Background: an optimization exercise with open tools, aiming at small area and a short achievable clock period. Do not read the settings as production practice.
Function was checked by simulation only, so behaviour that the tests miss may differ from the original.
No activity file was given, so power comes from the tool's default toggle rates.

==> design/flow/design.v <==
module fpu_add_pipe(
    input aclk,
    input [15:0] s_axis_a_tdata,                
    input [15:0] s_axis_b_tdata,                
    input s_axis_a_tvalid,
    input s_axis_b_tvalid,
    output reg [15:0] m_axis_result_tdata,               
    output  m_axis_result_tvalid
    );
    reg [1:0] error_num;
    reg is_ready_out;
    reg [14:0] sum_raw_1;
    reg sum_raw_zero_1;
    reg [4:0] l_e_1;
    reg [4:0] l_e_0_1;
    reg [10:0] l_m_1; 
    reg l_s_1;
    reg is_valid_ain_1, is_valid_bin_1;
    reg [15:0] opa_1, opb_1;
    reg s_zero_1;
    reg [1:0] ls_zero_1;
    reg pos_add_neg_inf_1;
    reg guard_2;
    reg round_bit_2;
    reg sticky_2;
    reg [14:0] sum_raw_2;
    reg sum_raw_zero_2;
    reg [4:0] sum_e_0_2;
    reg [3:0] shift_m_2;
    reg e_subnormal_2;
    reg normalize_flag_2;
    reg [4:0] l_e_0_2;
    reg l_s_2;
    reg [4:0] l_e_2;
    reg [10:0] l_m_2; 
    reg is_valid_ain_2, is_valid_bin_2;
    reg [15:0] opa_2, opb_2;
    reg s_zero_2;
    reg [1:0] ls_zero_2;
    reg pos_add_neg_inf_2;
    reg guard_3;
    reg round_bit_3;
    reg sticky_3;
    reg [10:0] sum_normalize_3;
    reg [4:0] sum_e_3;
    reg l_s_3;
    reg [4:0] l_e_0_3;
    reg [10:0] l_m_3; 
    reg sum_raw_zero_3;
    reg is_valid_ain_3, is_valid_bin_3;
    reg [15:0] opa_3, opb_3;
    reg s_zero_3;
    reg [1:0] ls_zero_3;
    reg pos_add_neg_inf_3;
    wire opa_s;
    wire opb_s;
    wire [4:0] opa_e;
    wire [4:0] opb_e;
    wire [4:0] opa_e_s;
    wire [4:0] opb_e_s;
    wire [10:0] opa_m;
    wire [10:0] opb_m;
    wire subnormal_a;
    wire subnormal_b;
    wire is_valid_ain_0;
    wire is_valid_bin_0;
    wire [15:0] opa_0;
    wire [15:0] opb_0;
    assign opa_s = s_axis_a_tdata[15];
    assign opb_s = s_axis_b_tdata[15];
    assign subnormal_a = ~(|opa_e);
    assign subnormal_b = ~(|opb_e);
    assign opa_e = s_axis_a_tdata[14:10];
    assign opb_e = s_axis_b_tdata[14:10];
    assign opa_e_s = subnormal_a ? opa_e + 1 : opa_e;
    assign opb_e_s = subnormal_b ? opb_e + 1 : opb_e;
    assign opa_m = subnormal_a ? {1'b0, s_axis_a_tdata[9:0]} : {1'b1, s_axis_a_tdata[9:0]};
    assign opb_m = subnormal_b ? {1'b0, s_axis_b_tdata[9:0]} : {1'b1, s_axis_b_tdata[9:0]};
    assign is_valid_ain_0 = s_axis_a_tvalid;
    assign is_valid_bin_0 = s_axis_b_tvalid;
    assign opa_0 = s_axis_a_tdata;
    assign opb_0 = s_axis_b_tdata;
    wire opa_lt_opb = (opa_e > opb_e) ? 1 : ((opa_e == opb_e) && (s_axis_a_tdata[9:0] > s_axis_b_tdata[9:0])) ? 1 : 0;
    wire l_s = opa_lt_opb ? opa_s : opb_s;
    wire s_s = opa_lt_opb ? opb_s : opa_s;
    wire l_subnormal = opa_lt_opb ? subnormal_a : subnormal_b;
    wire s_subnormal = opa_lt_opb ? subnormal_b : subnormal_a;
    wire [4:0] l_e_0 = opa_lt_opb ? opa_e : opb_e;
    wire [4:0] s_e_0 = opa_lt_opb ? opb_e : opa_e;
    wire [4:0] l_e = opa_lt_opb ? opa_e_s : opb_e_s;
    wire [4:0] s_e = opa_lt_opb ? opb_e_s : opa_e_s;
    wire [10:0] l_m = opa_lt_opb ? opa_m : opb_m;
    wire [10:0] s_m = opa_lt_opb ? opb_m : opa_m;
    wire s_zero = s_subnormal && ~(|s_m[9:0]);
    wire [1:0] ls_zero = { l_s && s_s, (l_subnormal && ~(|l_m[9:0])) && s_zero };
    wire pos_add_neg_inf = (l_s ^ s_s) && (&s_e) && (~(|s_axis_a_tdata[9:0])&&~(|s_axis_b_tdata[9:0])); 
    wire [4:0] diff = l_e - s_e;
    wire [3:0] diff_e = diff > 4'd14 ? 4'd14 : diff;
    wire [13:0] s_m_shift_0 = {s_m, 3'b0};
    reg sticky;
    always@(*)begin
        case(diff_e)
        00: sticky = 1'b0;
        01: sticky = s_m_shift_0[0];
        02: sticky = |s_m_shift_0[01:0];
        03: sticky = |s_m_shift_0[02:0];
        04: sticky = |s_m_shift_0[03:0];
        05: sticky = |s_m_shift_0[04:0];
        06: sticky = |s_m_shift_0[05:0];
        07: sticky = |s_m_shift_0[06:0];
        08: sticky = |s_m_shift_0[07:0];
        09: sticky = |s_m_shift_0[08:0];
        10: sticky = |s_m_shift_0[09:0];
        11: sticky = |s_m_shift_0[10:0];
        12: sticky = |s_m_shift_0[11:0];
        13: sticky = |s_m_shift_0[12:0];
        default: sticky = |s_m_shift_0[13:0];
        endcase
    end
    wire [13:0] s_m_shift_1 = s_m_shift_0 >> diff_e;
    wire [13:0] s_m_shift = {s_m_shift_1[13:1], s_m_shift_1[0] | sticky};
    wire sub_add_flag = s_s ^ l_s;
    wire [13:0] l_m_longer = {l_m, 3'b0};
    wire [14:0] sum_raw = sub_add_flag ? l_m_longer - s_m_shift : l_m_longer + s_m_shift;
    wire sum_raw_zero = ~(|sum_raw);
    wire normalize_flag = sum_raw_1[14];
    wire [5:0] e_right_shift = l_e_1 + 1;   
    wire [4:0] sum_e_right = e_right_shift[5] ? 5'b11111 : e_right_shift[4:0];
    wire [4:0] sum_e_0 = normalize_flag ? sum_e_right : l_e_1; 
    wire [10:0] sum_for_normalize = normalize_flag ? sum_raw_1[13:4] : sum_raw_1[12:3];
    wire [3:0] shift_m_0;
    LZC_for_fadd_new U0_shift_module(sum_raw_1[13:3], shift_m_0);
    wire guard_0 = normalize_flag ? sum_raw_1[3] : sum_raw_1[2];
    wire round_bit_0 = normalize_flag ? sum_raw_1[2] : sum_raw_1[1];
    wire sticky_n_0 = normalize_flag ? (sum_raw_1[1] | sum_raw_1[0]) : sum_raw_1[0];
    wire e_subnormal = (sum_e_0 <= shift_m_0 && ~normalize_flag) || (sum_e_0==1 && l_e_0_1==0);
    wire [3:0] shift_m = (sum_e_0 == 1 || normalize_flag) ? 0 : 
                        e_subnormal ? l_e_1 - 1 : shift_m_0;
    wire guard;
    wire round_bit;
    Rounding_bit_gen U0_rounding_module(shift_m, guard_0, round_bit_0, guard, round_bit);
    wire [14:0] sum_normalize_00 = sum_raw_2 << shift_m_2;
    wire [10:0] sum_normalize_0 = normalize_flag_2 ? sum_raw_2[13:4] : sum_normalize_00[12:3];
    wire [4:0] sum_e = (e_subnormal_2 && ~sum_normalize_00[13])? sum_e_0_2 - shift_m_2 - 1 : sum_e_0_2 - shift_m_2;
    wire [10:0] sum_m = (guard_3 && (round_bit_3 | sticky_3 | sum_normalize_3[0])) ? sum_normalize_3 + 1 :
                                                                                sum_normalize_3;
    wire [4:0] sum_e_f = sum_m[10] ? sum_e_3 + 1 : sum_e_3;
    reg [15:0] sum_f;
    reg [15:0] sum_ff;
    reg [4:0] sum_e_ff;
    reg pos_add_neg_inf_ff;
    reg vld_ff;
    always@(posedge aclk)begin
        sum_f <= pos_add_neg_inf_3 ? 16'hfe00 :
            ls_zero_3[0] ? {ls_zero_3[1], 15'b0} : 16'hffff;
        sum_ff <= s_zero_3 | (&l_e_0_3) ? {l_s_3, l_e_0_3, l_m_3[9:0]} : 
            sum_raw_zero_3 ? 16'b0 :
            &sum_e_f ? {l_s_3, sum_e_f, 10'b0} : {l_s_3, sum_e_f, sum_m[9:0]};     
        sum_e_ff <= sum_e_f;   
        pos_add_neg_inf_ff <= pos_add_neg_inf_3;
        vld_ff <= is_valid_ain_3 & is_valid_bin_3;
    end
    reg [15:0] sum_fff;
    reg [15:0] sum_e_fff;
    reg pos_add_neg_inf_fff;
    reg vld_fff;
    always@(posedge aclk)begin
        sum_fff <= &sum_f ? sum_ff : sum_f;
        sum_e_fff <= sum_e_ff;
        pos_add_neg_inf_fff <= pos_add_neg_inf_ff;
        vld_fff <= vld_ff;
    end
    always@(posedge aclk)begin
        m_axis_result_tdata <= sum_fff;
        is_ready_out <= vld_fff;
        error_num <= (&(sum_fff[14:10]) && |(sum_fff[9:0])) | pos_add_neg_inf_fff ? 1:(&(sum_fff[14:10]) && ~(|sum_fff[9:0])) ? 2:0;
    end
    assign m_axis_result_tvalid = ~(|error_num) && is_ready_out;
    always@(posedge aclk)begin
        l_e_1 <= l_e;
        l_e_0_1 <= l_e_0;
        l_m_1 <= l_m;
        l_s_1 <= l_s;
        sum_raw_1 <= sum_raw;
        sum_raw_zero_1 <= sum_raw_zero;
        is_valid_ain_1 <= is_valid_ain_0;
        is_valid_bin_1 <= is_valid_bin_0;
        opa_1 <= opa_0;
        opb_1 <= opb_0;
        s_zero_1 <= s_zero;
        ls_zero_1 <= ls_zero;
        pos_add_neg_inf_1 <= pos_add_neg_inf;
    end
    always@(posedge aclk)begin
        sum_raw_2 <= sum_raw_1;
        sum_raw_zero_2 <= sum_raw_zero_1;
        sum_e_0_2 <= sum_e_0;
        guard_2 <= guard;
        round_bit_2 <= round_bit;
        sticky_2 <= sticky_n_0;
        shift_m_2 <= shift_m;
        e_subnormal_2 <= e_subnormal;
        normalize_flag_2 <= normalize_flag;
        l_e_0_2 <= l_e_0_1;
        l_s_2 <= l_s_1;
        l_e_2 <= l_e_1;
        l_m_2 <= l_m_1;
        is_valid_ain_2 <= is_valid_ain_1;
        is_valid_bin_2 <= is_valid_bin_1;
        opa_2 <= opa_1;
        opb_2 <= opb_1;
        s_zero_2 <= s_zero_1;
        ls_zero_2 <= ls_zero_1;
        pos_add_neg_inf_2 <= pos_add_neg_inf_1;             
    end
    always@(posedge aclk)begin
        guard_3 <= guard_2;
        round_bit_3 <= round_bit_2;
        sticky_3 <= sticky_2;
        sum_normalize_3 <= sum_normalize_0;
        sum_raw_zero_3 <= sum_raw_zero_2;
        sum_e_3 <= sum_e;
        l_s_3 <= l_s_2;
        l_e_0_3 <= l_e_0_2;
        l_m_3 <= l_m_2;
        is_valid_ain_3 <= is_valid_ain_2;
        is_valid_bin_3 <= is_valid_bin_2;
        opa_3 <= opa_2;
        opb_3 <= opb_2;
        s_zero_3 <= s_zero_2;
        ls_zero_3 <= ls_zero_2;
        pos_add_neg_inf_3 <= pos_add_neg_inf_2;        
    end
endmodule
module LZC_for_fadd_new(
    input wire [10:0] op,
    output wire [3:0] shift_cnt
    );
    assign shift_cnt =
    op[10] ? 0 :
    op[9] ? 1 :
    op[8] ? 2 :
    op[7] ? 3 :
    op[6] ? 4 :
    op[5] ? 5 :
    op[4] ? 6 :
    op[3] ? 7 :
    op[2] ? 8 :
    op[1] ? 9 :
    op[0] ? 10:
    11;
endmodule
module Rounding_bit_gen(
    input wire [3:0] shift_m,
    input wire guard_i,
    input wire round_bit_i,
    output wire guard_o,
    output wire round_bit_o
    );
    reg guard;
    reg round_bit;
    always@(*)begin
        case(shift_m)
        0: begin 
            guard = guard_i; 
            round_bit = round_bit_i;
        end
        1: begin
            guard = round_bit_i;
            round_bit = 0;
        end
        default: begin
            guard = 0;
            round_bit = 0;
        end
        endcase
    end
    assign guard_o = guard;
    assign round_bit_o = round_bit;
endmodule
module fpu_sub_pipe(
    input aclk,
    input [15:0] s_axis_a_tdata,                
    input [15:0] s_axis_b_tdata,                
    input s_axis_a_tvalid,
    input s_axis_b_tvalid,
    output reg [15:0] m_axis_result_tdata,               
    output  m_axis_result_tvalid
    );
    reg is_ready_out;
    reg [1:0] error_num;
    reg [14:0] sum_raw_1;
    reg sum_raw_zero_1;
    reg [4:0] l_e_1;
    reg [4:0] l_e_0_1;
    reg [10:0] l_m_1; 
    reg f_s_1;
    reg l_s_1;
    reg is_valid_ain_1, is_valid_bin_1;
    reg [15:0] opa_1, opb_1;
    reg s_zero_1;
    reg [1:0] ls_zero_1;
    reg pos_add_neg_inf_1;
    reg guard_2;
    reg round_bit_2;
    reg sticky_2;
    reg [14:0] sum_raw_2;
    reg sum_raw_zero_2;
    reg [4:0] sum_e_0_2;
    reg [3:0] shift_m_2;
    reg e_subnormal_2;
    reg normalize_flag_2;
    reg [4:0] l_e_0_2;
    reg f_s_2;
    reg l_s_2;
    reg [4:0] l_e_2;
    reg [10:0] l_m_2; 
    reg is_valid_ain_2, is_valid_bin_2;
    reg [15:0] opa_2, opb_2;
    reg s_zero_2;
    reg [1:0] ls_zero_2;
    reg pos_add_neg_inf_2;
    reg guard_3;
    reg round_bit_3;
    reg sticky_3;
    reg [10:0] sum_normalize_3;
    reg [4:0] sum_e_3;
    reg f_s_3;
    reg l_s_3;
    reg [4:0] l_e_0_3;
    reg [10:0] l_m_3; 
    reg sum_raw_zero_3;
    reg is_valid_ain_3, is_valid_bin_3;
    reg [15:0] opa_3, opb_3;
    reg s_zero_3;
    reg [1:0] ls_zero_3;
    reg pos_add_neg_inf_3;
    wire opa_s;
    wire opb_s;
    wire [4:0] opa_e;
    wire [4:0] opb_e;
    wire [4:0] opa_e_s;
    wire [4:0] opb_e_s;
    wire [10:0] opa_m;
    wire [10:0] opb_m;
    wire subnormal_a;
    wire subnormal_b;
    wire is_valid_ain_0;
    wire is_valid_bin_0;
    wire [15:0] opa_0;
    wire [15:0] opb_0;
    assign opa_s = s_axis_a_tdata[15];
    assign opb_s = s_axis_b_tdata[15];
    assign subnormal_a = ~(|opa_e);
    assign subnormal_b = ~(|opb_e);
    assign opa_e = s_axis_a_tdata[14:10];
    assign opb_e = s_axis_b_tdata[14:10];
    assign opa_e_s = subnormal_a ? opa_e + 1 : opa_e;
    assign opb_e_s = subnormal_b ? opb_e + 1 : opb_e;
    assign opa_m = subnormal_a ? {1'b0, s_axis_a_tdata[9:0]} : {1'b1, s_axis_a_tdata[9:0]};
    assign opb_m = subnormal_b ? {1'b0, s_axis_b_tdata[9:0]} : {1'b1, s_axis_b_tdata[9:0]};
    assign is_valid_ain_0 = s_axis_a_tvalid;
    assign is_valid_bin_0 = s_axis_b_tvalid;
    assign opa_0 = s_axis_a_tdata;
    assign opb_0 = s_axis_b_tdata;
    wire opa_lt_opb = (opa_e > opb_e) ? 1 : ((opa_e == opb_e) && (s_axis_a_tdata[9:0] > s_axis_b_tdata[9:0])) ? 1 : 0;
    wire f_s = ((opa_lt_opb && ~opa_s) || (~opa_lt_opb && opb_s)) ? 0 : 1; 
    wire l_s = opa_lt_opb ? opa_s : opb_s;
    wire s_s = opa_lt_opb ? opb_s : opa_s;
    wire l_subnormal = opa_lt_opb ? subnormal_a : subnormal_b;
    wire s_subnormal = opa_lt_opb ? subnormal_b : subnormal_a;
    wire [4:0] l_e_0 = opa_lt_opb ? opa_e : opb_e;
    wire [4:0] s_e_0 = opa_lt_opb ? opb_e : opa_e;
    wire [4:0] l_e = opa_lt_opb ? opa_e_s : opb_e_s;
    wire [4:0] s_e = opa_lt_opb ? opb_e_s : opa_e_s;
    wire [10:0] l_m = opa_lt_opb ? opa_m : opb_m;
    wire [10:0] s_m = opa_lt_opb ? opb_m : opa_m;
    wire s_zero = s_subnormal && ~(|s_m[9:0]);
    wire [1:0] ls_zero = { l_s && s_s, (l_subnormal && ~(|l_m[9:0])) && s_zero };
    wire pos_add_neg_inf = (l_s ^ s_s) && (&s_e) && (~(|s_axis_a_tdata[9:0])&&~(|s_axis_b_tdata[9:0])); 
    wire [4:0] diff = l_e - s_e;
    wire [3:0] diff_e = diff > 4'd14 ? 4'd14 : diff;
    wire [13:0] s_m_shift_0 = {s_m, 3'b0};
    reg sticky;
    always@(*)begin
        case(diff_e)
        00: sticky = 1'b0;
        01: sticky = s_m_shift_0[0];
        02: sticky = |s_m_shift_0[01:0];
        03: sticky = |s_m_shift_0[02:0];
        04: sticky = |s_m_shift_0[03:0];
        05: sticky = |s_m_shift_0[04:0];
        06: sticky = |s_m_shift_0[05:0];
        07: sticky = |s_m_shift_0[06:0];
        08: sticky = |s_m_shift_0[07:0];
        09: sticky = |s_m_shift_0[08:0];
        10: sticky = |s_m_shift_0[09:0];
        11: sticky = |s_m_shift_0[10:0];
        12: sticky = |s_m_shift_0[11:0];
        13: sticky = |s_m_shift_0[12:0];
        default: sticky = |s_m_shift_0[13:0];
        endcase
    end
    wire [13:0] s_m_shift_1 = s_m_shift_0 >> diff_e;
    wire [13:0] s_m_shift = {s_m_shift_1[13:1], s_m_shift_1[0] | sticky};
    wire sub_add_flag = s_s ^ l_s;
    wire [13:0] l_m_longer = {l_m, 3'b0};
    wire [14:0] sum_raw = sub_add_flag ? l_m_longer + s_m_shift : l_m_longer - s_m_shift;
    wire sum_raw_zero = ~(|sum_raw);
    wire normalize_flag = sum_raw_1[14];
    wire [5:0] e_right_shift = l_e_1 + 1;   
    wire [4:0] sum_e_right = e_right_shift[5] ? 5'b11111 : e_right_shift[4:0];
    wire [4:0] sum_e_0 = normalize_flag ? sum_e_right : l_e_1; 
    wire [10:0] sum_for_normalize = normalize_flag ? sum_raw_1[13:4] : sum_raw_1[12:3];
    wire [3:0] shift_m_0;
    LZC_for_fadd_new U0_shift_module(sum_raw_1[13:3], shift_m_0);
    wire guard_0 = normalize_flag ? sum_raw_1[3] : sum_raw_1[2];
    wire round_bit_0 = normalize_flag ? sum_raw_1[2] : sum_raw_1[1];
    wire sticky_n_0 = normalize_flag ? (sum_raw_1[1] | sum_raw_1[0]) : sum_raw_1[0];
    wire e_subnormal = (sum_e_0 <= shift_m_0 && ~normalize_flag) || (sum_e_0==1 && l_e_0_1==0);
    wire [3:0] shift_m = (sum_e_0 == 1 || normalize_flag) ? 0 : 
                        e_subnormal ? l_e_1 - 1 : shift_m_0;
    wire guard;
    wire round_bit;
    Rounding_bit_gen U0_rounding_module(shift_m, guard_0, round_bit_0, guard, round_bit);
    wire [14:0] sum_normalize_00 = sum_raw_2 << shift_m_2;
    wire [10:0] sum_normalize_0 = normalize_flag_2 ? sum_raw_2[13:4] : sum_normalize_00[12:3];
    wire [4:0] sum_e = (e_subnormal_2 && ~sum_normalize_00[13])? sum_e_0_2 - shift_m_2 - 1 : sum_e_0_2 - shift_m_2;
    wire [10:0] sum_m = (guard_3 && (round_bit_3 | sticky_3 | sum_normalize_3[0])) ? sum_normalize_3 + 1 :
                                                                                sum_normalize_3;
    wire [4:0] sum_e_f = sum_m[10] ? sum_e_3 + 1 : sum_e_3;
    reg [15:0] sum_f;
    reg [15:0] sum_ff;
    reg [4:0] sum_e_ff;
    reg pos_add_neg_inf_ff;
    reg vld_ff;
    always@(posedge aclk)begin
        sum_f <= pos_add_neg_inf_3 ? 16'hfe00 :
            ls_zero_3[0] ? {ls_zero_3[1], 15'b0} : 16'hffff;
        sum_ff <= s_zero_3 | (&l_e_0_3) ? {f_s_3, l_e_0_3, l_m_3[9:0]} : 
            sum_raw_zero_3 ? 16'b0 :
            &sum_e_f ? {f_s_3, sum_e_f, 10'b0} : {f_s_3, sum_e_f, sum_m[9:0]};     
        sum_e_ff <= sum_e_f;   
        pos_add_neg_inf_ff <= pos_add_neg_inf_3;
        vld_ff <= is_valid_ain_3 & is_valid_bin_3;
    end
    reg [15:0] sum_fff;
    reg [15:0] sum_e_fff;
    reg pos_add_neg_inf_fff;
    reg vld_fff;
    always@(posedge aclk)begin
        sum_fff <= &sum_f ? sum_ff : sum_f;
        sum_e_fff <= sum_e_ff;
        pos_add_neg_inf_fff <= pos_add_neg_inf_ff;
        vld_fff <= vld_ff;
    end
    always@(posedge aclk)begin
        m_axis_result_tdata <= sum_fff;
        is_ready_out <= vld_fff;
        error_num <= (&(sum_fff[14:10]) && |(sum_fff[9:0])) | pos_add_neg_inf_fff ? 1:(&(sum_fff[14:10]) && ~(|sum_fff[9:0])) ? 2:0;
    end
    assign m_axis_result_tvalid = ~(|error_num) && is_ready_out;
    always@(posedge aclk)begin
        l_e_1 <= l_e;
        l_e_0_1 <= l_e_0;
        l_m_1 <= l_m;
        l_s_1 <= l_s;
        f_s_1 <= f_s;
        sum_raw_1 <= sum_raw;
        sum_raw_zero_1 <= sum_raw_zero;
        is_valid_ain_1 <= is_valid_ain_0;
        is_valid_bin_1 <= is_valid_bin_0;
        opa_1 <= opa_0;
        opb_1 <= opb_0;
        s_zero_1 <= s_zero;
        ls_zero_1 <= ls_zero;
        pos_add_neg_inf_1 <= pos_add_neg_inf;
    end
    always@(posedge aclk)begin
        sum_raw_2 <= sum_raw_1;
        sum_raw_zero_2 <= sum_raw_zero_1;
        sum_e_0_2 <= sum_e_0;
        guard_2 <= guard;
        round_bit_2 <= round_bit;
        sticky_2 <= sticky_n_0;
        shift_m_2 <= shift_m;
        e_subnormal_2 <= e_subnormal;
        normalize_flag_2 <= normalize_flag;
        l_e_0_2 <= l_e_0_1;
        l_s_2 <= l_s_1;
        f_s_2 <= f_s_1;
        l_e_2 <= l_e_1;
        l_m_2 <= l_m_1;
        is_valid_ain_2 <= is_valid_ain_1;
        is_valid_bin_2 <= is_valid_bin_1;
        opa_2 <= opa_1;
        opb_2 <= opb_1;
        s_zero_2 <= s_zero_1;
        ls_zero_2 <= ls_zero_1;
        pos_add_neg_inf_2 <= pos_add_neg_inf_1;             
    end
    always@(posedge aclk)begin
        guard_3 <= guard_2;
        round_bit_3 <= round_bit_2;
        sticky_3 <= sticky_2;
        sum_normalize_3 <= sum_normalize_0;
        sum_raw_zero_3 <= sum_raw_zero_2;
        sum_e_3 <= sum_e;
        l_s_3 <= l_s_2;
        f_s_3 <= f_s_2;
        l_e_0_3 <= l_e_0_2;
        l_m_3 <= l_m_2;
        is_valid_ain_3 <= is_valid_ain_2;
        is_valid_bin_3 <= is_valid_bin_2;
        opa_3 <= opa_2;
        opb_3 <= opb_2;
        s_zero_3 <= s_zero_2;
        ls_zero_3 <= ls_zero_2;
        pos_add_neg_inf_3 <= pos_add_neg_inf_2;        
    end
endmodule
module fpu_mul_pipe(
    input aclk,
    input [15:0] s_axis_a_tdata,   
    input [15:0] s_axis_b_tdata,   
    input s_axis_a_tvalid,
    input s_axis_b_tvalid,
    output reg [15:0] m_axis_result_tdata,  
    output m_axis_result_tvalid
    );
    reg is_ready_out;
    reg [1:0] error_num;
    reg [6:0] opa_e_s_1, opb_e_s_1;
    reg [10:0] opa_m_s_1, opb_m_s_1;
    reg opa_s_1, opb_s_1;
    reg is_valid_ain_1, is_valid_bin_1;
    reg zero_mul_1;
    reg [1:0] nan_mul_1;
    reg [15:0] opa_1, opb_1;
    reg [6:0] mul_e_2;
    reg mul_s_2;
    reg [21:0] mul_m_raw_2;
    reg is_valid_ain_2, is_valid_bin_2;
    reg zero_mul_2;
    reg [1:0] nan_mul_2;    
    reg [15:0] opa_2, opb_2;
    reg [6:0] mul_e_test_3;
    reg [21:0] mul_m_raw_3;
    reg [21:0] mul_normalize_test_3;
    reg [6:0] mul_e_3;
    reg mul_s_3;
    reg is_valid_ain_3, is_valid_bin_3;
    reg zero_mul_3;
    reg [1:0] nan_mul_3;    
    reg [15:0] opa_3, opb_3;
    reg [11:0] mul_normalize_4;
    reg sticky_4;
    reg ovf_4;
    reg mul_s_4;
    reg round_up_or_not_4;
    reg [6:0] mul_e_test_f_4;
    reg is_valid_ain_4, is_valid_bin_4;
    reg zero_mul_4;
    reg [1:0] nan_mul_4;    
    reg [15:0] opa_4, opb_4;
    wire ovf;
    wire opa_s, opb_s;
    wire [4:0] opa_e, opb_e;
    wire [6:0] opa_e_n, opb_e_n;
    wire [6:0] opa_e_s, opb_e_s;
    wire [10:0] opa_m, opb_m;
    wire [10:0] opa_m_s, opb_m_s;
    wire subnormal_a, subnormal_b;
    wire nan_a, nan_b;
    wire is_valid_ain_0, is_valid_bin_0;
    wire [15:0] opa_0, opb_0;
    assign opa_s = s_axis_a_tdata[15];
    assign opb_s = s_axis_b_tdata[15];
    assign subnormal_a = ~(|opa_e);
    assign subnormal_b = ~(|opb_e);
    assign opa_e = s_axis_a_tdata[14:10];
    assign opb_e = s_axis_b_tdata[14:10];
    assign opa_e_n = opa_e - 7'd15;
    assign opb_e_n = opb_e - 7'd15;
    assign nan_a = &opa_e;
    assign nan_b = &opb_e;
    assign opa_m = subnormal_a ? {1'b0, s_axis_a_tdata[9:0]} : {1'b1, s_axis_a_tdata[9:0]};
    assign opb_m = subnormal_b ? {1'b0, s_axis_b_tdata[9:0]} : {1'b1, s_axis_b_tdata[9:0]};
    assign is_valid_ain_0 = s_axis_a_tvalid;
    assign is_valid_bin_0 = s_axis_b_tvalid;
    assign opa_0 = s_axis_a_tdata;
    assign opb_0 = s_axis_b_tdata;
    wire [3:0] shift_a;
    wire [3:0] shift_b;
    LZC_for_fmul_pipe U1_shift_module(opa_m, shift_a);
    LZC_for_fmul_pipe U2_shift_module(opb_m, shift_b);
    assign opa_m_s = subnormal_a ? opa_m << shift_a : opa_m;
    assign opb_m_s = subnormal_b ? opb_m << shift_b : opb_m;
    assign opa_e_s = subnormal_a ? opa_e_n + 1 - shift_a : opa_e_n;
    assign opb_e_s = subnormal_b ? opb_e_n + 1 - shift_b : opb_e_n;
    wire zero_mul = (~(|opa_e) && ~(|s_axis_a_tdata[9:0])) | (~(|opb_e) && ~(|s_axis_b_tdata[9:0]));
    wire [1:0] nan_mul = {nan_a, nan_b};
    wire [6:0] mul_e = opb_e_s + opa_e_s + 1;
    wire mul_s = opa_s ^ opb_s;
    wire [21:0] mul_m_raw = opa_m_s * opb_m_s;
    wire normalize_flag = mul_m_raw_2[21];
    wire [3:0] shift_m_0;
    LZC_for_fmul_pipe U0_shift_module(mul_m_raw_2[21:11], shift_m_0);
    wire [4:0] shift_m_test = normalize_flag ? 0 : shift_m_0;
    wire [21:0] mul_normalize_test = mul_m_raw_2 << shift_m_test;
    wire [6:0] mul_e_test = mul_e_2 - shift_m_test;
    wire right_normalize_flag = $signed(mul_e_test_3) < -14;
    wire [6:0] right_shift = right_normalize_flag ? -14 - mul_e_test_3 : 0;
    reg [6:0] right_sft_ff;
    reg [6:0] mul_e_test_33;
    reg [21:0] mul_normalize_test_33;
    reg [21:0] mul_m_raw_33;
    reg [6:0] mul_e_33;
    reg [1:0] nan_mul_33;
    reg mul_s_33;
    reg is_valid_ain_33, is_valid_bin_33;
    reg zero_mul_33;
    reg [15:0] opa_33, opb_33;
    always@(posedge aclk) begin
        right_sft_ff <= right_shift;
        mul_e_test_33 <= mul_e_test_3;
        mul_normalize_test_33 <= mul_normalize_test_3;
        mul_m_raw_33 <= mul_m_raw_3;
        mul_e_33 <= mul_e_3;
        nan_mul_33 <= nan_mul_3;
        mul_s_33 <= mul_s_3;
        is_valid_ain_33 <= is_valid_ain_3;
        is_valid_bin_33 <= is_valid_bin_3;
        zero_mul_33 <= zero_mul_3;
        opa_33 <= opa_3;
        opb_33 <= opb_3; 
    end
    wire [6:0] mul_e_test_f = mul_e_test_33 + right_sft_ff;
    wire [21:0] mul_normalize_test_right = mul_normalize_test_33 >> right_sft_ff;
    wire or_result;
    assign or_result = |mul_normalize_test_33[9:0];
    reg sticky;
    always@(*)begin
        case(right_sft_ff)
        7'd00: sticky = or_result;
        01: sticky = mul_normalize_test_33[10] | or_result;
        02: sticky = |mul_normalize_test_33[11:10] | or_result;
        03: sticky = |mul_normalize_test_33[12:10] | or_result;
        04: sticky = |mul_normalize_test_33[13:10] | or_result;
        05: sticky = |mul_normalize_test_33[14:10] | or_result;
        06: sticky = |mul_normalize_test_33[15:10] | or_result;
        07: sticky = |mul_normalize_test_33[16:10] | or_result;
        08: sticky = |mul_normalize_test_33[17:10] | or_result;
        09: sticky = |mul_normalize_test_33[18:10] | or_result;
        10: sticky = |mul_normalize_test_33[19:10] | or_result;
        11: sticky = |mul_normalize_test_33[20:10] | or_result;
        default: sticky = |mul_normalize_test_33[21:10] | or_result;
        endcase
    end
    reg [6:0] right_sft_fff;
    reg [6:0] mul_e_test_ff;
    reg [21:0]  mul_normalize_test_right_f;
    reg [21:0] mul_m_raw_333;
    reg [6:0] mul_e_333;
    reg [1:0] nan_mul_333;
    reg sticky_333;
    reg mul_s_333;
    reg is_valid_ain_333, is_valid_bin_333;
    reg zero_mul_333;
    reg [15:0] opa_333, opb_333;
    always@(posedge aclk)begin
        right_sft_fff <= right_sft_ff;
        mul_e_test_ff <= mul_e_test_f;
        mul_normalize_test_right_f <= mul_normalize_test_right;
        mul_m_raw_333 <= mul_m_raw_33;
        sticky_333 <= sticky;
        mul_e_333 <= mul_e_33;
        nan_mul_333 <= nan_mul_33;
        mul_s_333 <= mul_s_33;
        is_valid_ain_333 <= is_valid_ain_33;
        is_valid_bin_333 <= is_valid_bin_33;
        zero_mul_333 <= zero_mul_33;
        opa_333 <= opa_33;
        opb_333 <= opb_33; 
    end
    wire ovf_1 = (mul_m_raw_333[21] && (& (mul_e_333 + 15))) || (|nan_mul_333) ? 1 : 0;
    wire [10:0] round_bits = mul_normalize_test_right_f[10:0];
    wire last_mantissa = mul_normalize_test_right_f[11];
    wire [9:0] round_bits_nos = round_bits[9:0];
    reg round_up_or_not;
    always@(*)begin
        if(round_bits[10] == 1 && ((|round_bits_nos) | sticky_333))begin
            round_up_or_not = 1;
        end
        else if(round_bits[10] == 1 && (~(|round_bits_nos))) begin
            round_up_or_not = last_mantissa ? 1:0;
        end
        else begin
            round_up_or_not = 0;
        end        
    end
    wire [11:0] mul_normalize = ovf_1 ? 11'b0 :
                mul_normalize_test_right_f[21:11] + round_up_or_not; 
    always@(posedge aclk)begin
        ovf_4 <= ovf_1;
        mul_normalize_4 <= mul_normalize;
        mul_s_4 <= mul_s_333;
        mul_e_test_f_4 <= mul_e_test_ff;
        is_valid_ain_4 <= is_valid_ain_333;
        is_valid_bin_4 <= is_valid_bin_333;
        zero_mul_4 <= zero_mul_333;
        nan_mul_4 <= nan_mul_333;  
        opa_4 <= opa_333;
        opb_4 <= opb_333;     
    end
    wire [6:0] mul_e_f = mul_normalize_4[11] ? mul_e_test_f_4 + 1: mul_e_test_f_4;
    wire [6:0] mul_e_ff = mul_e_f + 15;
    wire ovf_f = $signed(mul_e_ff) > 30;
    wire [6:0] mul_e_fff = $signed(mul_e_ff[4:0]) == 1 && ~mul_normalize_4[10] ? 6'd0 :
                            mul_e_ff;
    wire [15:0] mul_r = {mul_s_4, mul_e_fff[4:0], mul_normalize_4[9:0]};
    reg [6:0] mul_e_fff1;
    reg ovf_f1;
    reg [15:0] mul_r_f;
    reg mul_s_5;
    reg is_valid_ain_5, is_valid_bin_5;
    reg zero_mul_5;
    reg [1:0] nan_mul_5;    
    reg [15:0] opa_5, opb_5;
    always@(posedge aclk)begin
        mul_e_fff1 <= mul_e_fff;
        ovf_f1 <= ovf_f | ovf_4;
        mul_r_f <= mul_r;
        is_valid_ain_5 <= is_valid_ain_4;
        is_valid_bin_5 <= is_valid_bin_4;
        zero_mul_5 <= zero_mul_4;
        nan_mul_5 <= nan_mul_4;  
        mul_s_5 <= mul_s_4;
        opa_5 <= opa_4;
        opb_5 <= opb_4;  
    end
    wire [15:0] mul_f;
    assign mul_f = nan_mul_5[1] ? {mul_s_5, opa_5[14:0]} :
                nan_mul_5[0] && ~nan_mul_5[1] ? {mul_s_5, opb_5[14:0]} : 
                zero_mul_5 ? {mul_s_5, 15'b0} : 
                ovf_f1 && ~(|nan_mul_5) ? {mul_s_5, 5'b11111, 10'b0} : 
                mul_r_f;
    always@(posedge aclk)begin
        m_axis_result_tdata <= mul_f;
        error_num <= (ovf_f1 && |(mul_f[9:0])) ? 1 : 
                    (ovf_f1 && ~(|mul_f[9:0])) ? 2 : 0;
        is_ready_out <= is_valid_ain_5 & is_valid_bin_5;
    end
    assign m_axis_result_tvalid = ~(|error_num) && is_ready_out;
    always@(posedge aclk)begin
        mul_e_2 <= mul_e;
        mul_s_2 <= mul_s;
        mul_m_raw_2 <= mul_m_raw;
        is_valid_ain_2 <= is_valid_ain_0;
        is_valid_bin_2 <= is_valid_bin_0;
        zero_mul_2 <= zero_mul;
        nan_mul_2 <= nan_mul;
        opa_2 <= opa_0;
        opb_2 <= opb_0;
    end
    always @(posedge aclk) begin
        mul_s_3 <= mul_s_2;
        mul_e_test_3 <= mul_e_test;
        mul_m_raw_3 <= mul_m_raw_2;
        mul_normalize_test_3 <= mul_normalize_test;
        mul_e_3 <= mul_e_2;
        is_valid_ain_3 <= is_valid_ain_2;
        is_valid_bin_3 <= is_valid_bin_2;
        zero_mul_3 <= zero_mul_2;
        nan_mul_3 <= nan_mul_2;  
        opa_3 <= opa_2;
        opb_3 <= opb_2;         
    end
endmodule
module LZC_for_fmul_pipe(
    input wire [10:0] op,
    output wire [3:0] shift_cnt
    );
    assign shift_cnt =
    op[10] ? 0 :
    op[9] ? 1 :
    op[8] ? 2 :
    op[7] ? 3 :
    op[6] ? 4 :
    op[5] ? 5 :
    op[4] ? 6 :
    op[3] ? 7 :
    op[2] ? 8 :
    op[1] ? 9 :
    op[0] ? 10:
    11;
endmodule
module fpu_comp_large(
    input aclk,
    input [15:0] s_axis_a_tdata,                
    input [15:0] s_axis_b_tdata,                
    input s_axis_a_tvalid,
    input s_axis_b_tvalid,
    output [7:0] m_axis_result_tdata,               
    output reg m_axis_result_tvalid
    );
    wire opa_s;
    wire opb_s;
    wire [4:0] opa_e;
    wire [4:0] opb_e;
    wire [4:0] opa_e_s;
    wire [4:0] opb_e_s;
    wire [10:0] opa_m;
    wire [10:0] opb_m;
    wire [15:0] opa_0;
    wire [15:0] opb_0;
    reg [15:0] opa_1;
    reg [15:0] opb_1;
    wire is_valid_ain_0, is_valid_bin_0;
    reg is_valid_ain_1, is_valid_bin_1;
    reg is_ready_out;
    reg [1:0] error_num;
    assign opa_s = s_axis_a_tdata[15];
    assign opb_s = s_axis_b_tdata[15];
    assign opa_e = s_axis_a_tdata[14:10];
    assign opb_e = s_axis_b_tdata[14:10];
    assign opa_m = s_axis_a_tdata[9:0];
    assign opb_m = s_axis_b_tdata[9:0];
    assign opa_0 = s_axis_a_tdata;
    assign opb_0 = s_axis_b_tdata;
    assign is_valid_ain_0 = s_axis_a_tvalid;
    assign is_valid_bin_0 = s_axis_b_tvalid;
    wire a_e_b = ~(| (s_axis_a_tdata ^ s_axis_b_tdata));
    wire s_a_g_b = (~opa_s) & opb_s;
    wire s_a_e_b = ~(opa_s ^ opb_s);
    wire e_a_g_b = (opa_e > opb_e);
    wire e_a_l_b = (opa_e < opb_e);
    wire e_a_e_b = (opa_e == opb_e);
    wire m_a_g_b = (opa_m > opb_m);
    wire m_a_l_b = (opa_m < opb_m);
    reg con1;
    reg con2;
    reg con3;
    reg con4;
    reg con5;
    reg con6;
    always@(posedge aclk)begin
        con1 <= a_e_b;
        con2 <= ~a_e_b & s_a_g_b;
        con3 <= ~a_e_b & s_a_e_b & (~opa_s) & e_a_g_b;
        con4 <= ~a_e_b & s_a_e_b & (~opa_s) & e_a_e_b & m_a_g_b;
        con5 <= ~a_e_b & s_a_e_b & opa_s & e_a_l_b;
        con6 <= ~a_e_b & s_a_e_b & opa_s & e_a_e_b & m_a_l_b;     
        opa_1 <= opa_0;
        opb_1 <= opb_0;   
        is_valid_ain_1 <= is_valid_ain_0;
        is_valid_bin_1 <= is_valid_bin_0;
    end
    assign m_axis_result_tdata = (con1 | con2 | con3 | con4 | con5 | con6) ? 8'b00000001 : 8'b00000000;
    always@(*)begin
        m_axis_result_tvalid = is_valid_ain_1 & is_valid_bin_1;
        is_ready_out = m_axis_result_tvalid;
    end
endmodule
module fpu16_top(
    input         aclk,
    input  [15:0] a,
    input  [15:0] b,
    input         a_valid,
    input         b_valid,
    output [15:0] add_result,
    output        add_valid,
    output [15:0] sub_result,
    output        sub_valid,
    output [15:0] mul_result,
    output        mul_valid,
    output [7:0]  cmp_result,
    output        cmp_valid
    );
    fpu_add_pipe u_add(
        .aclk(aclk),
        .s_axis_a_tdata(a), .s_axis_b_tdata(b),
        .s_axis_a_tvalid(a_valid), .s_axis_b_tvalid(b_valid),
        .m_axis_result_tdata(add_result), .m_axis_result_tvalid(add_valid));
    fpu_sub_pipe u_sub(
        .aclk(aclk),
        .s_axis_a_tdata(a), .s_axis_b_tdata(b),
        .s_axis_a_tvalid(a_valid), .s_axis_b_tvalid(b_valid),
        .m_axis_result_tdata(sub_result), .m_axis_result_tvalid(sub_valid));
    fpu_mul_pipe u_mul(
        .aclk(aclk),
        .s_axis_a_tdata(a), .s_axis_b_tdata(b),
        .s_axis_a_tvalid(a_valid), .s_axis_b_tvalid(b_valid),
        .m_axis_result_tdata(mul_result), .m_axis_result_tvalid(mul_valid));
    fpu_comp_large u_cmp(
        .aclk(aclk),
        .s_axis_a_tdata(a), .s_axis_b_tdata(b),
        .s_axis_a_tvalid(a_valid), .s_axis_b_tvalid(b_valid),
        .m_axis_result_tdata(cmp_result), .m_axis_result_tvalid(cmp_valid));
endmodule
==> design/flow/run.sh <==
#!/bin/bash
# synth_recipe.tcl (not shown) runs the flow's synth.tcl, then flattens the netlist and writes it again
# the make line also repeats each setting of config.mk as NAME=value (left out here)
make -C /OpenROAD-flow-scripts/flow DESIGN_CONFIG=/design/flow/config.mk WORK_HOME=/design/flow/orfs CLKGATE_MAP_FILE= SYNTH_SCRIPT=/design/flow/synth_recipe.tcl finish
==> design/flow/config.mk <==
export PLATFORM = sky130hd
export DESIGN_NAME = fpu16_top
export DESIGN_NICKNAME = fpu16_top
export VERILOG_FILES = /design/flow/design.v
export SDC_FILE = /design/flow/constraint.sdc
export NUM_CORES = 4
export LEC_CHECK = 0
export CAP_MARGIN = 20
export CORE_MARGIN = 2
export CORE_UTILIZATION = 40
export SLEW_MARGIN = 20
==> design/flow/constraint.sdc <==
create_clock -name core_clock -period 8.0 [get_ports {aclk}]
set_input_delay 1.6000 -clock core_clock [delete_from_list [all_inputs] [get_ports {aclk}]]
set_output_delay 1.6000 -clock core_clock [all_outputs]
set_load 0.01 [all_outputs]
==> impl_metrics.tcl <==
set metrics [dict create \
    status "finished clean" \
    first_pass_iters 5 \
    drt_wl_total_um 80000 \
    clockBufferDepth 3 \
    critPathBufInv 9 \
    slowest_delay_ns 0.49 \
    via_per_inst 5.00 \
    cts_tree "built" \
    ys_ff_latch 703 \
    mostFrequentLayoutCells "dfxtp_1 (702), buf_4 (456), nor2_1 (287)" \
    cp-end-kind "register" \
    slew-limit-headroom 0.250 \
    hpwl_um 61800 \
    wire_per_inst_um 16.4 \
    vias 24400 \
    clk_pin_slew_worst_paths_ns 0.06 \
    grt_pass1_vias 22800 \
    whs_ns 0.301 \
    fin_skew_ns 0.0294 \
    final_area_um2 40300 \
    crit_path_start_kind "input port" \
    die_height_um 283 \
    die_w_um 283 \
    ir_worst_vdd_uv 263 \
    crit_top_cell "fa_1" \
    fmax_ghz 0.127 \
    rr_worst_depth 17 \
    min_path_type "reg2reg" \
    yosysSeqAreaShare 0.451 \
    nFillCells 7074 \
    layout.cells.most_common "dfxtp_1" \
    postSynthAreaPerCell_um2 9.54 \
    rsz0062_at_grt "yes" \
    critical_path.top_delay_family "adder cells" \
    startpoint "b[10]" \
    synthFlopType "dfxtp_1" \
    setup_viol 0 \
    synth_area_um2 31200 \
    cts.sinks 703 \
    powerDensity_nw_per_um2 404 \
    r2r-start "u_sub.l_e_1[0]" \
    post-route-period-util 0.982 \
    leakage_uw 0.0178 \
    worst_pin_slew_ns 1.11 \
    async_flop_share 0 \
    worstSetupPathType "in2reg" \
    grtUsageTotal 0.194 \
    hold_viol_final 0 \
    ios 95 \
    root_buffer "clkbuf_16" \
    reg2reg_slack_ns 4.08 \
    hold_path_end "u_mul.opb_333[7]" \
    worstHoldStart "u_mul.opb_33[7]" \
    initialDrtViolationCount 1818 \
    antenna_left 0 \
    rows 102 \
    grt_pass1_wl_um 126000 \
    holdPathStages 0 \
    initial_core_util 0.404 \
    cap_violations 0 \
    coreArea_um2 77300 \
    ys_types 97 \
    drc 0 \
    grt_max_degree 42 \
    cts_hold_buffers 0 \
    critPathArrivalTime_ns 8.39 \
    drv_slew 0 \
    yosys_warnings 5 \
    dieArea_um2 80300 \
    overflow 0 \
    syn_to_final_growth_pct 29.0 \
    antenna_found_initial 10 \
    critPathSlowestCell "fa_1" \
    place_congestion 0.923 \
    cts_buffers 70 \
    min_period_ns 7.86 \
    r2r-end "u_add.round_bit_2" \
    cp_max_fo 5 \
    port_buffers 87 \
    drive_gt1_frac 0.233 \
    synthCells 3271 \
    cp_data_required_time_ns 8.53 \
    worstSkewPairLatency_ns 0.61 \
    postPlaceCellArea_um2 36500 \
    synth_edf_count 0 \
    ctsHtreeMaxLevel 3 \
    layout.nets 4080 \
]
-- cells in the mapped netlist, types with 11 or more instances --
cell | n | area, µm²
fa_1 | 89 | 1780
mux2i_1 | 98 | 981
nand2_1 | 291 | 1090
or2_2 | 11 | 68.8
nand4_1 | 16 | 100
a211oi_1 | 43 | 323
dfxtp_1 | 703 | 14100
nand3_1 | 50 | 250
o21bai_1 | 13 | 97.6
nor2b_1 | 35 | 219
xnor2_1 | 66 | 578
a31o_2 | 23 | 201
ha_1 | 176 | 2200
a31oi_1 | 22 | 138
a21oi_1 | 173 | 866
inv_1 | 255 | 957
a22o_1 | 13 | 114
nor4_1 | 35 | 219
o21ai_0 | 152 | 761
o21a_1 | 26 | 195
o31ai_1 | 14 | 105
nor3_1 | 62 | 310
a41oi_1 | 13 | 114
o22ai_1 | 14 | 87.6
nor2_1 | 296 | 1110
mux2_2 | 33 | 372
and2_1 | 34 | 213
xor2_1 | 51 | 447
and3_1 | 26 | 163
clkbuf_1 | 117 | 439
o211ai_1 | 19 | 143
nand2b_1 | 33 | 206
buf_1 | 13 | 48.8
a21o_1 | 33 | 248
or3_1 | 21 | 131
-- power by group --
group / leakage (µW) / internal [µW] / switching (µW)
clock: 0.00122 / 2090 / 1340
sequential: 0.00590 / 4610 / 765
combinational: 0.0107 / 3710 / 3770
-- cells by family (layout without fill, tap and decap cells) --
group / count (synthesis) / count (layout) / synth area share
multiplexers: 140 / 140 / 0.0495
buffers and inverters: 404 / 962 / 0.0498
AND/OR/NAND/NOR: 957 / 957 / 0.143
other: 1 / 10 / 0.000120
AO/OA/AOI/OAI: 683 / 683 / 0.146
XOR/XNOR: 118 / 118 / 0.0336
adder cells (fa/ha/maj): 265 / 265 / 0.128
flip-flops: 703 / 703 / 0.451
-- layout make-up --
| type | count | area (µm²) | share of cell area |
|---|---|---|---|
| Multi-Input combinational cell | 2170 | 16700 | 0.415 |
| Sequential cell | 703 | 14100 | 0.349 |
| Timing Repair Buffer | 573 | 4700 | 0.117 |
| Clock buffer | 97 | 2080 | 0.0515 |
| Tap cell | 1040 | 1300 | 0.0323 |
| Inverter | 262 | 1010 | 0.0250 |
| Clock inverter | 30 | 418 | 0.0104 |
| Antenna cell | 3 | 7.51 | 0.000186 |
-- registers in the layout, summed over array words and instances (netlist names), 16 cells and up --
| name | flops |
|---|---|
| u_add.sum_fff | 16 |
| u_mul.mul_r_f | 16 |
| u_sub.m_axis_result_tdata | 16 |
| u_mul.mul_m_raw_2 | 22 |
| u_add.sum_ff | 16 |
| u_sub.sum_ff | 16 |
| u_add.m_axis_result_tdata | 16 |
| u_sub.sum_fff | 16 |
| u_mul.mul_normalize_test_33 | 22 |
| u_mul.mul_normalize_test_right_f | 22 |
| u_mul.m_axis_result_tdata | 16 |
| u_mul.mul_normalize_test_3 | 22 |
-- routing by layer --
layer | wire length (µm) | track usage | vias to the layer above
li1 | - | - | 12300
met1 | 39700 | 0.289 | 11400
met2 | 34400 | 0.296 | 626
met3 | 4300 | 0.0259 | 122
met4 | 1600 | 0.0505 | 10
met5 | 52 | 0 | -
-- worst register-to-register path, stage by stage, from the launching register on --
cell and delay [ns]:
dfxtp_1 0.52, inv_1 0.11, ha_1 0.37, a31oi_1 0.08, a21oi_1 0.44, ha_1 0.33
nor2b_1 0.13, o21ai_0 0.14, nand2b_1 0.07, a21oi_1 0.14, a41oi_1 0.06, nor3_1 0.14
a21oi_1 0.09, inv_1 0.19, a21oi_1 0.07, a2111oi_0 0.59, nor3_1 0.11, and3_1 0.22
-- through the flow --
step | worst slack [ns] | total power [µW] | TNS [ns] | instances | util
floorplan | -0.0253 | 9830 | -0.0253 | 3277 | -
global placement | -0.980 | 12500 | -11.74 | 4691 | 0.472
detailed placement | -1.05 | 12600 | -13.05 | 4691 | 0.472
CTS | 0.00524 | 16200 | 0 | 4830 | 0.508
global route | -0.162 | 17500 | -0.242 | 4877 | 0.521
finish | 0.144 | 16300 | 0 | 4878 | 0.521
-- what timing repair did --
action,4_1_cts,5_1_grt
pin swaps,22,93
setup buffers,12,45
resized for setup,50,186
endpoints found under the setup margin,11,13
gates cloned,0,1
-- worst max-delay path by stage --
stage	to	cells past startpoint	slack, ns
after floorplan	u_sub.sum_raw_zero_1	39	-0.03
after global placement	u_add.sum_raw_zero_1	36	-0.98
after detailed placement	u_mul.mul_m_raw_2[21]	35	-1.05
after CTS	u_mul.mul_m_raw_2[20]	34	0.005
after global routing	u_mul.mul_m_raw_2[21]	40	-0.16
final	u_mul.mul_m_raw_2[21]	34	0.14

-- what the ideal ports hide --
The results above use ideal ports. As a check the final layout listed here was re-extracted and re-timed, cells and wires unchanged. Step 1, drivers: a clkbuf_16 drives aclk and a buf_2 each remaining input, both assumed. Step 2 moves the port delays by t, midway between the first and last clock arrival at a register: inputs arrive t later, outputs are due t later. That takes back most of the time a late clock gives input paths. Three values: no drivers, after step 1, after step 2; two values: the first two.
t, ns: 0.653
setup slack, ns: 0.144 / 0.135 / -0.519
cell pins on the clock port's net: 1
Met with ideal ports but missed after step 2: setup timing in this run. The setup slack of this run moves by -0.009 ns with the drivers and by -0.663 ns with both steps.
